This is an optimization exercise on Yosys and OpenROAD, whose aim is small area and a short achievable clock period, not a production implementation.

==> trial 68: inputs <==
// MBF
module MBF(clk, reset, x_valid, x_in, y_valid, z_valid, y, z);
input          clk;
input          reset;
input          x_valid;
input   [7:0]  x_in;
output         y_valid;
output         z_valid;
output  [7:0]  y;
output  [7:0]  z;
reg  [7:0] x0;           
reg        sh, nsh;      
reg        hd, nhd;      
always @(posedge clk) begin
    x0  <= x_in ^ 8'h7f;
    sh  <= x_valid & ~reset;
    nsh <= ~(x_valid & ~reset);
    hd  <= ~x_valid & ~reset;
    nhd <= ~(~x_valid & ~reset);
end
reg  [7:0] d0;
wire [7:0] d0_n;
reg  [7:0] d1;
wire [7:0] d1_n;
reg  [7:0] d2;
wire [7:0] d2_n;
reg  [7:0] d3;
wire [7:0] d3_n;
reg  [7:0] d4;
wire [7:0] d4_n;
reg  [7:0] d5;
wire [7:0] d5_n;
reg  [7:0] d6;
wire [7:0] d6_n;
reg  [7:0] d7;
wire [7:0] d7_n;
reg  [7:0] d8;
wire [7:0] d8_n;
reg  [7:0] d9;
wire [7:0] d9_n;
reg  [7:0] d10;
wire [7:0] d10_n;
reg  [7:0] d11;
wire [7:0] d11_n;
reg  [7:0] d12;
wire [7:0] d12_n;
reg  [7:0] d13;
wire [7:0] d13_n;
reg  [7:0] d14;
wire [7:0] d14_n;
MBF_dl_o22a u_d0_0 (x0[0], d0[0], nsh, nhd, d0_n[0]);
MBF_dl_o22a u_d0_1 (x0[1], d0[1], nsh, nhd, d0_n[1]);
MBF_dl_o22a u_d0_2 (x0[2], d0[2], nsh, nhd, d0_n[2]);
MBF_dl_o22a u_d0_3 (x0[3], d0[3], nsh, nhd, d0_n[3]);
MBF_dl_o22a u_d0_4 (x0[4], d0[4], nsh, nhd, d0_n[4]);
MBF_dl_o22a u_d0_5 (x0[5], d0[5], nsh, nhd, d0_n[5]);
MBF_dl_o22a u_d0_6 (x0[6], d0[6], nsh, nhd, d0_n[6]);
MBF_dl_a22o u_d0_7 (x0[7], d0[7], sh, hd, d0_n[7]);
MBF_dl_a2bb2o u_d1_0 (d0[0], d1[0], nsh, hd, d1_n[0]);
MBF_dl_a2bb2o u_d1_1 (d0[1], d1[1], nsh, hd, d1_n[1]);
MBF_dl_a2bb2o u_d1_2 (d0[2], d1[2], nsh, hd, d1_n[2]);
MBF_dl_a2bb2o u_d1_3 (d0[3], d1[3], nsh, hd, d1_n[3]);
MBF_dl_a2bb2o u_d1_4 (d0[4], d1[4], nsh, hd, d1_n[4]);
MBF_dl_a2bb2o u_d1_5 (d0[5], d1[5], nsh, hd, d1_n[5]);
MBF_dl_a2bb2o u_d1_6 (d0[6], d1[6], nsh, hd, d1_n[6]);
MBF_dl_o2bb2a u_d1_7 (d0[7], d1[7], sh, nhd, d1_n[7]);
MBF_dl_a22o u_d2_0 (d1[0], d2[0], sh, hd, d2_n[0]);
  ...
export LEC_CHECK = 0
export CAP_MARGIN = 20
export CORE_MARGIN = 2
export CORE_UTILIZATION = 65
export SLEW_MARGIN = 20
export SYNTH_HIERARCHICAL = 1
create_clock -name core_clock -period 12.0 [get_ports {clk}]
standard.sh (not shown) runs the stock make flow with config.mk's settings and CLKGATE_MAP_FILE= SYNTH_SCRIPT=/design/flow/synth_recipe.tcl, a recipe that flattens the netlist after the stock synthesis.
==> flow/flow/run.sh <==
#!/bin/bash
set -e
here=$(cd "$(dirname "$0")" && pwd)
export BUFFER_PORTS_ARGS="-buffer_cell sky130_fd_sc_hd__buf_2"
export POST_SYNTH_TCL="$here/post_synth.tcl"
export CTS_ARGS="-sink_clustering_enable -repair_clock_nets -dont_use_dummy_load -sink_clustering_size 24 -sink_clustering_buffer sky130_fd_sc_hd__clkbuf_8"
bash standard.sh > standard.log 2>&1
==> flow/flow/post_synth.tcl <==
# The delay line's polarity-flipping next-state cells come out of ABC at drive
# strength 2; they drive one flip-flop each and are far from critical.
foreach inst [get_cells *] {
  set m [get_property $inst ref_name]
  if {$m eq "sky130_fd_sc_hd__o2bb2ai_2"} {
    replace_cell $inst sky130_fd_sc_hd__o2bb2ai_1
  } elseif {$m eq "sky130_fd_sc_hd__a2bb2oi_2"} {
    replace_cell $inst sky130_fd_sc_hd__a2bb2oi_1
  }
}
==> inputs of build 50, as changes to trial 68 <==
==> flow/flow/run.sh (replaced) <==
#!/bin/bash
set -e
export BUFFER_PORTS_ARGS="-buffer_cell sky130_fd_sc_hd__buf_2"
bash standard.sh > standard.log 2>&1
--- a/flow/config.mk
+++ b/flow/config.mk
@@ -8,5 +8,5 @@
 export CAP_MARGIN = 20
 export CORE_MARGIN = 2
-export CORE_UTILIZATION = 65
+export CORE_UTILIZATION = 40
 export SLEW_MARGIN = 20
 export SYNTH_HIERARCHICAL = 1
removed: flow/flow/post_synth.tcl
==> results.json <==
{
  "grtUsageMet2_pct": 29.14,
  "worstSkewPairLatency_ps": 510,
  "wl_met3_um": 546,
  "status": "complete, no violations",
  "die_area_mm2": 0.02960,
  "endpoint": "y_valid",
  "start_util_pct": 40.65,
  "ir_drop_uv": 113.8,
  "timing.reg2reg.setup_slack_ps": 8860,
  "drive_gt1_share_pct": 14.57,
  "clock_tree_area_fraction_pct": 6.082,
  "timing.fmax_mhz": 297.2,
  "slew_headroom_pct": 39.22,
  "multi_input_area_share_pct": 53.05,
  "crit_arrival_ps": 960,
  "via_per_inst": 4.987,
  "met1_length_um": 10190,
  "nWellTaps": 378
}
-- figures above: build 50

==> results.json <==
{
  "clkPwrFrac_pct": 22.2,
  "via_per_inst": 5.914,
  "die_area_mm2": 0.01797,
  "met1_length_um": 9962,
  "ir_drop_uv": 160.2,
  "multi_input_area_share_pct": 53.78,
  "crit_arrival_ps": 890,
  "nWellTaps": 220,
  "worstSkewPairLatency_ps": 460,
  "cp_num_cells": 1,
  "clock_tree_area_fraction_pct": 4.498,
  "timing.reg2reg.setup_slack_ps": 8870,
  "start_util_pct": 66.30,
  "wl_met3_um": 1246,
  "timing.fmax_mhz": 304.0,
  "status": "complete, no violations"
}
-- figures above: trial 68

Function was not checked in any run of this note: the RTL went through the layout flow alone.

[what the ideal ports hide]
How much do the figures lean on ideal ports? The routed layouts below were timed once more, with nothing changed but the port constraints.
Step 1: set_driving_cell puts a clkbuf_16 on clk and a buf_2 on each other input, an assumption about the parent block.
Step 2 adds t to the input delays and takes it off the output delays; t is the mean of the earliest and latest rising clock arrival at the registers after step 1. Input paths then give back, and output paths get back, about the clock's delay inside the block.
Slacks: no drivers / after step 1 / after step 2; pairs: no drivers / after step 1.
run | shift t [ns] | setup slack, ns | hold WS [ns] | worst setup path after step 2
trial 68 | 0.492 | 8.710 / 8.665 / 8.866 | 0.353 / 0.353 / 0.353 | register to register
build 50 | 0.553 | 8.635 / 8.589 / 8.864 | 0.352 / 0.352 / 0.352 | register to register
After both steps every run listed still meets setup and hold.
